This is an optimization exercise on Yosys and OpenROAD, whose aim is small area, not a production implementation.
In this exercise RTL edits were held to simulation tests only and were not proved equivalent to the original.
No activity file was given, so power comes from the tool's default toggle rates.

`flow/run.sh`:
```
#!/bin/bash
# Layout with a hand-mapped netlist: run the standard synthesis (for its
# registers), replace its combinational logic by gen_netlist.py's, then run
# the standard ORFS steps from there.
set -euo pipefail
cd "$(dirname "$0")/.."
R=orfs/results/${FLOW_PLATFORM}/crosspoint/base
bash standard.sh synth > synth_standard.log 2>&1
cp -p $R/1_2_yosys.v $R/1_2_yosys.standard.v
python3 flow/gen_netlist.py $R/1_2_yosys.standard.v $R/1_2_yosys.hand.v > gen_netlist.log 2>&1
sleep 1
cp $R/1_2_yosys.hand.v $R/1_2_yosys.v
bash standard.sh finish > layout.log 2>&1
```
`flow/gen_netlist.py`:
```
#!/usr/bin/env python3
"""Write a hand-mapped netlist of crosspoint that keeps the registers of the
standard synthesis (same instance names, cell types and Q nets) and replaces
all combinational logic.

usage: gen_netlist.py STANDARD_NETLIST OUT_NETLIST
"""
import re
import sys

L = "sky130_fd_sc_hd__"
NO, NS = 48, 49
NBITS = NO * NS


def parse_flops(path):
    """{q net: (cell type, instance name)} of the standard netlist's flip-flops."""
    text = open(path).read()
    flops = {}
    for m in re.finditer(r"\n\s*(" + L + r"\w+)\s+(\\\S+|\w+)\s*\((.*?)\);", text, re.S):
        cell, inst, body = m.groups()
        if "df" not in cell:
            continue
        pins = dict(re.findall(r"\.(\w+)\(([^()]*?)\s*\)", body))
        q = pins["Q"].strip()
        flops[q] = (cell, inst)
    return flops


class Net:
    def __init__(self):
        self.cells = []
        self.wires = []
        self.n = 0

    def wire(self, hint="n"):
        self.n += 1
        w = f"{hint}_{self.n}"
        self.wires.append(w)
        return w

    def cell(self, kind, out_pin, pins, out=None, hint="n", name=None):
        if out is None:
            out = self.wire(hint)
        self.n += 1
        inst = name or f"g_{self.n}"
        conns = ", ".join(f".{p}({v})" for p, v in list(pins.items()) + [(out_pin, out)])
        self.cells.append(f"  {L}{kind} {inst} ({conns});")
        return out


def esc(name):
    return name if re.fullmatch(r"[A-Za-z_]\w*", name) else name + " "


def main():
    std, out = sys.argv[1], sys.argv[2]
    flops = parse_flops(std)

    def q(name):
        key = "\\" + name
        if key not in flops:
            raise SystemExit(f"register {name} not in the standard netlist")
        return esc(key)

    nl = Net()
    regs = []  # (cell, inst, pins)

    bc = [q(f"bit_count[{k}]") for k in range(4)]
    ad = [q(f"addr[{k}]") for k in range(12)]
    cfg = [q(f"cfg[{a}]") for a in range(NBITS)]
    expected = set(["\\bit_count[%d]" % k for k in range(4)] + ["\\addr[%d]" % k for k in range(12)]
                   + ["\\cfg[%d]" % a for a in range(NBITS)])
    if set(flops) != expected:
        raise SystemExit("unexpected registers: %s" % sorted(set(flops) ^ expected)[:10])

    # protocol: bit counter 0..12 and address shift register
    n32 = nl.cell("nand2_1", "Y", {"A": bc[3], "B": bc[2]})
    full = nl.cell("nor3_1", "Y", {"A": n32, "B": bc[1], "C": bc[0]}, hint="full")
    nfull = nl.cell("inv_1", "Y", {"A": full})
    bcn = [None] * 4
    bcn[0] = nl.cell("nor3_1", "Y", {"A": "clear", "B": full, "C": bc[0]})
    x1 = nl.cell("xnor2_1", "Y", {"A": bc[1], "B": bc[0]})
    bcn[1] = nl.cell("nor2_1", "Y", {"A": "clear", "B": x1})
    t2 = nl.cell("nand2_1", "Y", {"A": bc[1], "B": bc[0]})
    x2 = nl.cell("xor2_1", "X", {"A": bc[2], "B": t2})
    bcn[2] = nl.cell("nor2_1", "Y", {"A": "clear", "B": x2})
    t3 = nl.cell("nand3_1", "Y", {"A": bc[2], "B": bc[1], "C": bc[0]})
    x3 = nl.cell("xor2_1", "X", {"A": bc[3], "B": t3})
    bcn[3] = nl.cell("nor2_1", "Y", {"A": "clear", "B": x3})
    inc = nl.cell("nor2_1", "Y", {"A": "clear", "B": full}, hint="inc")
    ndat = nl.cell("inv_1", "Y", {"A": "dat"})
    wd = nl.cell("nor3_1", "Y", {"A": "clear", "B": nfull, "C": ndat}, hint="wd")
    wn = nl.cell("nor3_1", "Y", {"A": "clear", "B": nfull, "C": "dat"}, hint="wn")
    for k in range(4):
        regs.append((k, "bit_count", {"D": bcn[k]}))
    for k in range(12):
        regs.append((k, "addr", {"D": ad[k + 1] if k < 11 else "dat", "DE": inc}))

    na = [nl.cell("inv_1", "Y", {"A": ad[k]}, hint="na") for k in range(12)]

    def lit(k, v):
        return ad[k] if v else na[k]

    def dec3(base, val, extra=None, kind=None):
        pins = {"A": lit(base, val & 1), "B": lit(base + 1, (val >> 1) & 1), "C": lit(base + 2, (val >> 2) & 1)}
        if extra is not None:
            pins["D"] = extra
            return nl.cell("nand4_1", "Y", pins)
        return nl.cell("nand3_1", "Y", pins)

    nL = [dec3(0, v) for v in range(8)]
    nH = [dec3(3, v) for v in range(8)]
    c = [nl.cell("nor2_1", "Y", {"A": nL[y & 7], "B": nH[y >> 3]}, hint="c") for y in range(64)]
    nGL = [dec3(6, v) for v in range(8)]
    ngroups = (NBITS + 63) // 64
    nhs = [dec3(9, v, wd) for v in range((ngroups + 7) // 8)]
    nhc = [dec3(9, v, wn) for v in range((ngroups + 7) // 8)]
    rs = [nl.cell("nor2_1", "Y", {"A": nGL[x & 7], "B": nhs[x >> 3]}, hint="rs") for x in range(ngroups)]
    rc = [nl.cell("nor2_1", "Y", {"A": nGL[x & 7], "B": nhc[x >> 3]}, hint="rc") for x in range(ngroups)]

    # configuration bits: D = Q & ~clear_sel | set_sel
    for a in range(NBITS):
        x, y = a >> 6, a & 63
        inverted = a % NS == 0
        s, r = (rc[x], rs[x]) if inverted else (rs[x], rc[x])
        k = nl.cell("nand2_1", "Y", {"A": r, "B": c[y]})
        d = nl.cell("a22o_1", "X", {"A1": cfg[a], "A2": k, "B1": s, "B2": c[y]})
        regs.append((a, "cfg", {"D": d}))

    # outputs: outp[i] = ~cfg[49i] | OR_j cfg[49i+j] & inp[j-1]
    for i in range(NO):
        b = [cfg[i * NS + j] for j in range(NS)]
        ys = []
        for k in range(16):
            ys.append(nl.cell("a222oi_1", "Y", {
                "A1": b[3 * k + 1], "A2": f"inp[{3 * k}]",
                "B1": b[3 * k + 2], "B2": f"inp[{3 * k + 1}]",
                "C1": b[3 * k + 3], "C2": f"inp[{3 * k + 2}]"}))
        hs = [nl.cell("nand4_1", "Y", dict(zip("ABCD", ys[4 * m:4 * m + 4]))) for m in range(4)]
        z = nl.cell("nor4_1", "Y", dict(zip("ABCD", hs)))
        nl.cell("nand2_1", "Y", {"A": z, "B": b[0]}, out=f"outp[{i}]")

    lines = ["module crosspoint(clk_, dat, clear, inp, outp);",
             "  input clk_;", "  input dat;", "  input clear;",
             "  input [47:0] inp;", "  output [47:0] outp;"]
    for k in range(4):
        lines.append(f"  wire {bc[k]};")
    for k in range(12):
        lines.append(f"  wire {ad[k]};")
    for a in range(NBITS):
        lines.append(f"  wire {cfg[a]};")
    for w in nl.wires:
        lines.append(f"  wire {w};")
    for idx, base, pins in regs:
        cell, inst = flops["\\%s[%d]" % (base, idx)]
        qn = q(f"{base}[{idx}]")
        conns = ", ".join([".CLK(clk_)"] + [f".{p}({v})" for p, v in pins.items()] + [f".Q({qn})"])
        if cell.startswith(L + "edfxtp") != ("DE" in pins):
            raise SystemExit(f"register {inst} is a {cell}")
        lines.append(f"  {cell} {esc(inst)} ({conns});")
    lines += nl.cells
    lines.append("endmodule")
    open(out, "w").write("\n".join(lines) + "\n")


main()
```
`standard.sh`:
```
#!/bin/bash
# synth_recipe.tcl (not shown) runs the flow's synth.tcl, then flattens the netlist and writes it again
# the make line also repeats each setting of config.mk as NAME=value (left out here)
make -C /OpenROAD-flow-scripts/flow DESIGN_CONFIG=/design/flow/config.mk WORK_HOME=/design/flow/orfs CLKGATE_MAP_FILE= SYNTH_SCRIPT=/design/flow/synth_recipe.tcl "${@:-finish}"
```
`config.mk`:
```
export PLATFORM = sky130hd
export DESIGN_NAME = crosspoint
export DESIGN_NICKNAME = crosspoint
export VERILOG_FILES = /design/flow/design.v
export SDC_FILE = /design/flow/constraint.sdc
export NUM_CORES = 8
export LEC_CHECK = 0
export ABC_AREA = 1
export CAP_MARGIN = 20
export CORE_MARGIN = 2
export CORE_UTILIZATION = 55
export PLACE_DENSITY = 0.65
export SLEW_MARGIN = 20
```
`constraint.sdc`:
```
create_clock -name core_clock -period 10.0 [get_ports {clk_}]
set_input_delay 2.0000 -clock core_clock [delete_from_list [all_inputs] [get_ports {clk_}]]
set_output_delay 2.0000 -clock core_clock [all_outputs]
set_load 0.01 [all_outputs]
```
`design.v`:
```
module crosspoint
(
  input clk_,
  input dat,
  input clear,
  input [47:0] inp,
  output [47:0] outp
);
  reg [48*49-1:0] cfg;
  reg [3:0] bit_count;
  reg [11:0] addr;
  wire full = (bit_count == 12);
  wire we = ~clear & full;
  always @(posedge clk_) begin
    if (clear) begin
      bit_count <= 0;
    end else if (!full) begin
      addr <= {dat, addr[11:1]};
      bit_count <= bit_count + 1;
    end
  end
  function [48*49-1:0] inverted;
    input dummy;
    integer k;
    begin
      for (k = 0; k < 48*49; k = k + 1)
        inverted[k] = (k % 49 == 0);
    end
  endfunction
  localparam [48*49-1:0] INV = inverted(1'b0);
  wire [63:0] msel;
  wire [36:0] g1, g0;
  wire [37*64-1:0] g1x, g0x;
  genvar a, i;
  generate
    for (a = 0; a < 64; a = a + 1) begin : g_m
      assign msel[a] = (addr[5:0] == a);
    end
    for (a = 0; a < 37; a = a + 1) begin : g_g
      assign g1[a] = we & dat & (addr[11:6] == a);
      assign g0[a] = we & ~dat & (addr[11:6] == a);
      assign g1x[a*64 +: 64] = {64{g1[a]}};
      assign g0x[a*64 +: 64] = {64{g0[a]}};
    end
  endgenerate
  wire [37*64-1:0] w1 = g1x & {37{msel}};
  wire [37*64-1:0] w0 = g0x & {37{msel}};
  wire [48*49-1:0] set = (w1[48*49-1:0] & ~INV) | (w0[48*49-1:0] & INV);
  wire [48*49-1:0] rst = (w0[48*49-1:0] & ~INV) | (w1[48*49-1:0] & INV);
  always @(posedge clk_)
    cfg <= (cfg & ~rst) | set;
  generate
    for (i = 0; i < 48; i = i + 1) begin : g_o
      assign outp[i] = ~cfg[i*49] | (|(cfg[i*49+1 +: 48] & inp));
    end
  endgenerate
endmodule
```
==> results of run 1 <==
## worst max path at each step
stage | from | end | cells after the start
CTS | inp[18] | outp[16] | 8
global placement | inp[27] | outp[23] | 8
finish | inp[18] | outp[16] | 8
detailed placement | inp[18] | outp[16] | 8
floorplan | clear | cfg[1127] | 5
global route | inp[9] | outp[47] | 7
## placed cells by master, fill, tap and decap left out, types with 2 or more instances in the layout
| master | instances |
|---|---|
| a222oi_1 | 768 |
| a22o_1 | 2352 |
| buf_12 | 2 |
| buf_4 | 292 |
| bufinv_16 | 22 |
| clkbuf_1 | 48 |
| clkbuf_16 | 243 |
| clkbuf_8 | 69 |
| clkdlybuf4s50_1 | 50 |
| clkinv_2 | 45 |
| clkinvlp_4 | 2 |
| dfxtp_1 | 2356 |
| diode_2 | 5 |
| edfxtp_1 | 12 |
| inv_1 | 14 |
| inv_6 | 4 |
| nand2_1 | 2402 |
| nand3_1 | 25 |
| nand4_1 | 202 |
| nor2_1 | 3 |
| nor2_2 | 2 |
| nor2_4 | 137 |
| nor3_1 | 4 |
| nor4_1 | 48 |
| xor2_1 | 2 |
## metal layers
metal  vias up  wire length, um  GRT usage (%)
met5         -               41              0
met1     40964           146000           62.8
met4         8            31300           31.2
met3      1622            62200           14.6
met2      7130           164000           68.3
li1      34950                -              -
## worst reg2reg max path: cells and delay by family (launching register included)
family	cells	cell delay, ns
compound gates	1	0.26
buf+inv	3	0.81
flops	1	0.38
simple gates	6	3.07
## final cells by class
class / instances / area [um^2]
diodes: 5 / 12.5
clock buffers: 360 / 7210
clock inverters: 76 / 978
fillers: 12471 / 56100
inverters: 14 / 52.6
multi-input cells: 5946 / 40600
flip-flops and latches: 2368 / 47500
well taps: 2072 / 2590
repair buffers: 347 / 2780
## sequential cells by signal (all words and copies together), names as in the netlist
name	cells
cfg	2352
addr	12
bit_count	4
## power by group through the flow
| stage | Sequential [uW] | Combinational, uW | Clock, uW |
|---|---|---|---|
| final | 9450 | 534 | 9400 |
| after global routing | 9440 | 499 | 9750 |
| after CTS | 9450 | 484 | 9380 |
| after detailed placement | 9660 | 484 | 0 |
| after global placement | 9660 | 479 | 0 |
| after floorplan | 9660 | 50.0 | 0 |
## metrics by stage
| stage | worst slack [ns] | hold slack, ns | power (uW) |
|---|---|---|---|
| 2_1_floorplan | 4.78 | 0.448 | 9710 |
| 3_3_place_gp | 2.78 | 0.459 | 10100 |
| 3_5_place_dp | 2.99 | 0.463 | 10100 |
| 4_1_cts | 2.98 | 0.480 | 19300 |
| 5_1_grt | 2.91 | 0.488 | 19700 |
| 6_report | 2.77 | 0.479 | 19400 |
==> summary.md, run 1 <==
| Metric | Value |
|---|---|
| Status | `finished clean` |
| H-tree levels | `4` |
| Req. time, crit path | `8.00 ns` |
| Switching share of power | `22.7%` |
| # Post-CTS Setup Buffers | `0` |
| Wire per inst | `36.0 um` |
| Cts bufs inserted | `233` |
| Worst-Skew Late Latency | `0.89 ns` |
| Rel. slew slack | `17.7%` |
| CP max-delay cell | `nor4_1` |
| VDD IR max | `0.199 mV` |
| Crit path time final | `7.23 ns` |
| Setup crit end kind | `primary output` |
| Layout cells sized above 1 | `9.04%` |
| HP Start | `cfg[115]` |
| Fmax | `0.138 GHz` |
| Antenna violations before repair | `12` |
| Die ar. | `162,000 um^2` |
| Hold EP | `cfg[115]` |
| Pleak | `0.0352 uW` |
| Final hold viol count | `0` |
| Sw Pwr | `4400 uW` |
| Ports | `99` |
| Die Y | `402 um` |
| Port Buf Inserts | `98` |
| FF-to-FF path depth | `10` |
| Largest net degree at the start of global routing | `65` |
| Tot GR Track Use | `47.9%` |
| CTS sink count | `2,368` |
| RSZ-0062 raised after global routing | `no` |
| Layout Nets | `8,961` |
| Post-layout util | `64.5%` |
| HPWL Detailed | `229 mm` |
| RePlAce Congestion | `0.910` |
| Hold Crit Class | `reg -> reg` |
| Final worst-path cycle share | `72.3%` |
| Worst EP arrival | `5.23 ns` |
| Synth Cell Area | `87,100 um^2` |
| Avg Cell Area, Syn | `10.5 um^2` |
| Yosys Warn Count | `1` |
| CTS tree | `yes` |
| Crit path buf inv count | `4` |
| Max cap viols | `0` |
| Clock-pin slew on the worst setup and hold paths | `0.06 ns` |
| Largest fanout on the critical path | `20` |
| DR vias | `84.7k` |
| Gate power share | `2.8%` |
| Launching point of the worst reg2reg path | `bit_count[2]` |
| Row count | `146` |
| Vias per cell | `7.57` |
| Flop pwr share | `48.8%` |
| Die X | `402 um` |
| Initial drt markers | `16.7k` |
| Mapped Nets | `8,379` |
| DRC viols | `0` |
| Placed insts | `10.7k` |
| FF-to-FF setup slack | `5.36 ns` |
| Internal Power | `15,000 uW` |
| Remaining Overflow, GRT | `0` |
| First-pass GRT wire length | `569 mm` |
| Top cell by count, worst path | `buf_4` |
| Starting Density | `55.2%` |
| Root Buffer | `clkbuf_16` |
| Antenna-violating nets left | `0` |
| Critical path type | `in -> out` |
| Critical Path Max Stage Delay | `0.84 ns` |
| Cell area after layout | `102,000 um^2` |
| CP Launch Type | `input pin` |
| R2r endpoint | `cfg[1372]` |
| Worst path top cell family by delay | `buffers and inverters` |
| Post-DP Area | `93,500 um^2` |
| Area grow syn2layout | `16.8%` |
| Core area | `158,000 um^2` |
| Min-Delay Path Depth | `1` |
| Bufs on Longest Clock Path | `3` |
| Power share of the clock group | `48.5%` |
| DRT Wirelength | `403 mm` |
| Vias in the first global route | `77.8k` |
| Final Skew | `0.0229 ns` |
| Resize count post-CTS | `0` |
| Post-Layout Cell Count | `11.2k` |
| Pre-antenna DRT Iters | `13` |
| Final TNS setup | `0 ns` |
| Final setup fails | `0` |
| Slew Limit Fails | `0` |
| Worst Tran Pin Value | `1.23 ns` |
| Post-CTS Hold Buffers | `0` |
| Post-synthesis cell count | `8,328` |
| Pwr dens | `190 nW/um^2` |
| CP cell instances | `buf_4 -> buf_4 -> buf_4 -> a222oi_1 -> nand4_1 -> nor4_1 -> nand2_1 -> clkdlybuf4s50_1` |
==> inputs of run 2 (changes only) <==
--- a/flow/run.sh
+++ b/flow/run.sh
@@ -10,4 +10,4 @@
 python3 flow/gen_netlist.py $R/1_2_yosys.standard.v $R/1_2_yosys.hand.v > gen_netlist.log 2>&1
 sleep 1
 cp $R/1_2_yosys.hand.v $R/1_2_yosys.v
-bash standard.sh finish > layout.log 2>&1
+bash standard.sh "CTS_ARGS=-sink_clustering_enable -repair_clock_nets -dont_use_dummy_load -buf_list {sky130_fd_sc_hd__clkbuf_4 sky130_fd_sc_hd__clkbuf_8} -root_buf sky130_fd_sc_hd__clkbuf_8 -sink_clustering_size 12 -sink_clustering_max_diameter 40" "BUFFER_PORTS_ARGS=-buffer_cell sky130_fd_sc_hd__buf_1" finish > layout.log 2>&1
==> summary.md, run 2 <==
| Metric | Value |
|---|---|
| DRT Wirelength | `395 mm (-1.9%)` |
| Largest fanout on the critical path | `26 (+30%)` |
| CP cell instances | `clkbuf_4 -> buf_4 -> a222oi_1 -> nand4_1 -> nor4_1 -> nand2_1 -> buf_1` |
| Post-CTS Hold Buffers | `0 (unchanged)` |
| Layout Nets | `9,062 (+1.1%)` |
| FF-to-FF setup slack | `5.81 ns (+0.45 ns)` |
| RSZ-0062 raised after global routing | `no` |
| Flop pwr share | `58.0% (+9.2 points)` |
| Layout cells sized above 1 | `8.54% (-0.51 points)` |
| Final worst-path cycle share | `73.9% (+1.6 points)` |
| Internal Power | `12,400 uW (-18%)` |
| Fmax | `0.135 GHz (-2.1%)` |
| Metal-1 WL | `144 mm (-1.2%)` |
| Ports | `99 (unchanged)` |
| Starting Density | `55.2% (unchanged)` |
| Antenna violations before repair | `9 (-3)` |
| RePlAce Congestion | `0.910 (about the same)` |
| CP Launch Type | `input pin` |
| Met2 wire length | `160 mm (-2.2%)` |
| Port Buf Inserts | `98 (unchanged)` |
| Die X | `402 um (unchanged)` |
| Vias in the first global route | `76.8k (-1.3%)` |
| Critical Path Max Stage Delay | `0.98 ns (+0.14 ns)` |
| Final setup fails | `0 (unchanged)` |
| Mapped Nets | `8,379 (unchanged)` |
| Hold Crit Class | `reg -> reg` |
| VDD IR max | `0.154 mV (-23%)` |
| R2r endpoint | `cfg[170]` |
| FF-to-FF path depth | `7 (-3)` |
| Tot GR Track Use | `46.9% (-0.99 points)` |
| Row count | `146 (unchanged)` |
| DR vias | `84.2k (-0.57%)` |
| Root Buffer | `clkbuf_8` |
| Top sig layer | `met5` |
| Die Y | `402 um (unchanged)` |
| H-tree levels | `5 (+1)` |
| Wire per inst | `35.7 um (-1.1%)` |
| Slew Limit Fails | `0 (unchanged)` |
| CTS tree | `yes` |
| Rel. slew slack | `15.2% (-2.5 points)` |
| Vias per cell | `7.59 (+0.33%)` |
| Die ar. | `162,000 um^2 (unchanged)` |
| Worst-Skew Late Latency | `1.08 ns (+0.19 ns)` |
| Crit path time final | `7.39 ns (+0.157 ns)` |
| Setup crit end kind | `primary output` |
| Clock-pin slew on the worst setup and hold paths | `0.05 ns (about the same)` |
| Cts bufs inserted | `324 (+39%)` |
| Resize count post-CTS | `0 (unchanged)` |
| DRC viols | `0 (unchanged)` |
| Largest net degree at the start of global routing | `65 (unchanged)` |
| Status | `finished clean` |
| # Post-CTS Setup Buffers | `0 (unchanged)` |
| First-pass GRT wire length | `560 mm (-1.6%)` |
| Overall power | `16,300 uW (-16%)` |
| Req. time, crit path | `8.00 ns (about the same)` |
| CTS sink count | `2,368 (unchanged)` |
| Final TNS setup | `0 ns (unchanged)` |
| HP Start | `cfg[1728]` |
| Commonest non-fill, non-tap cells in the layout | `2,402 x nand2_1, 2,356 x dfxtp_1, 2,352 x a22o_1` |
| CP max-delay cell | `nor4_1` |
| Pre-antenna DRT Iters | `12 (-1)` |
| Routed wire length on met3 | `61.7 mm (-0.83%)` |
| Switching share of power | `24.2% (+1.5 points)` |
| Top Registers | `cfg: 2352 flops, addr: 12 flops, bit_count: 4 flops` |
| Final hold viol count | `0 (unchanged)` |
| Commonest non-fill, non-tap cell in the layout | `nand2_1` |
| Avg Cell Area, Syn | `10.5 um^2 (unchanged)` |
| Yosys Warn Count | `1 (unchanged)` |
| Worst EP arrival | `5.39 ns (+0.16 ns)` |
| Min-Delay Path Depth | `1 (unchanged)` |
| Hold EP | `cfg[1728]` |
| Final Skew | `0.0588 ns (+0.0359 ns)` |
| Pleak | `0.0334 uW (-5.2%)` |
| Max reg flops | `2,352 (unchanged)` |
| Worst Tran Pin Value | `1.27 ns (+0.0369 ns)` |
| Sw Pwr | `3950 uW (-10%)` |
| Hold_ws | `0.474 ns (-0.00550 ns)` |
| Power share of the clock group | `38.8% (-9.7 points)` |
| Gate power share | `3.2% (+0.4 points)` |
| Antenna-violating nets left | `0 (unchanged)` |
| Post-synthesis cell count | `8,328 (unchanged)` |
| Initial drt markers | `16.7k (+0.37%)` |
| Core area | `158,000 um^2 (unchanged)` |
| HPWL Detailed | `223 mm (-2.4%)` |
| Remaining Overflow, GRT | `0 (unchanged)` |
| Bufs on Longest Clock Path | `4 (+1)` |
| Biggest register | `cfg` |
| Synth Cell Area | `87,100 um^2 (unchanged)` |
| Critical path type | `in -> out` |
| Max cap viols | `0 (unchanged)` |
| Area grow syn2layout | `12.3%` |
| Launching point of the worst reg2reg path | `addr[4]` |
| Post-layout util | `62.0% (-2.4 points)` |
| Pwr dens | `166 nW/um^2 (-13%)` |
run 2: worst max-delay path: cells and delay by family:
family,cells,cell delay [ns]
AND/OR/NAND/NOR,3,1.44
buffers and inverters,3,1.12
AO/OA/AOI/OAI,1,0.78
run 2: how the worst max path moves through the flow:
stage	start	endpoint	slack, ns	cells past startpoint
global placement	inp[12]	outp[27]	2.95	7
floorplan	clear	cfg[1127]	4.78	5
finish	inp[12]	outp[27]	2.61	7
global route	inp[12]	outp[27]	2.75	7
detailed placement	inp[12]	outp[27]	2.95	7
CTS	inp[12]	outp[27]	2.95	7
run 2: per-stage QoR:
step,setup WS (ns),cells,instance area [um^2]
after floorplan,4.78,8328,87100
after CTS,2.95,11073,97700
after global placement,2.95,10743,93200
after detailed placement,2.95,10749,93300
after global routing,2.75,11084,97900
final,2.61,11088,97900
run 2: power by group through the flow:
stage               Combinational, uW  Sequential (uW)  Clock, uW
floorplan                        50.0             9660          0
global placement                  470             9660          0
detailed placement                476             9660          0
CTS                               476             9450       6320
global route                      492             9440       6670
finish                            523             9450       6330
run 2: cell type report:
type,instances,area [um^2]
Clock buffer,324,4460
Fill cell,13124,59900
Timing Repair Buffer,357,2640
Sequential cell,2368,47500
Multi-Input combinational cell,5946,40600
Inverter,14,52.6
Tap cell,2072,2590
Antenna cell,7,17.5
run 2: routing by layer:
metal | global-route usage (%) | vias to the layer above
met5 | 0 | -
li1 | - | 34817
met1 | 62.5 | 40804
met4 | 29.0 | 12
met3 | 13.6 | 1513
met2 | 66.9 | 7047

re-timing with driven ports:
In the flow no input, the clock included, has a driving cell. The finished layouts below were timed again as built, in two steps.
Step 1 sets driving cells, clkbuf_16 on the clock port and buf_2 on the other inputs (assumed; they add their load-dependent delay and slew).
Step 2 moves the port delays by t, midway between the first and last clock arrival at a register: inputs arrive t later, outputs are due t later. That takes back most of the time a late clock gives input paths.
a / b / c = ideal / step 1 / step 2; a / b = the first two.
| run | t (ns) | setup WS [ns] | worst hold slack (ns) | worst register clock-pin slew, ns | cell pins on the clock port's net |
|---|---|---|---|---|---|
| run 1 | 0.980 | 2.767 / 2.740 / 2.740 | 0.479 / 0.479 / 0.479 | 0.07 / 0.07 | 1 |
| run 2 | 1.120 | 2.610 / 2.586 / 2.586 | 0.474 / 0.474 / 0.474 | 0.08 / 0.08 | 1 |
After both steps setup and hold are still met in every run listed. For run 1, which loses most, drivers alone change the setup slack by -0.027 ns; drivers and shift together by -0.027 ns.
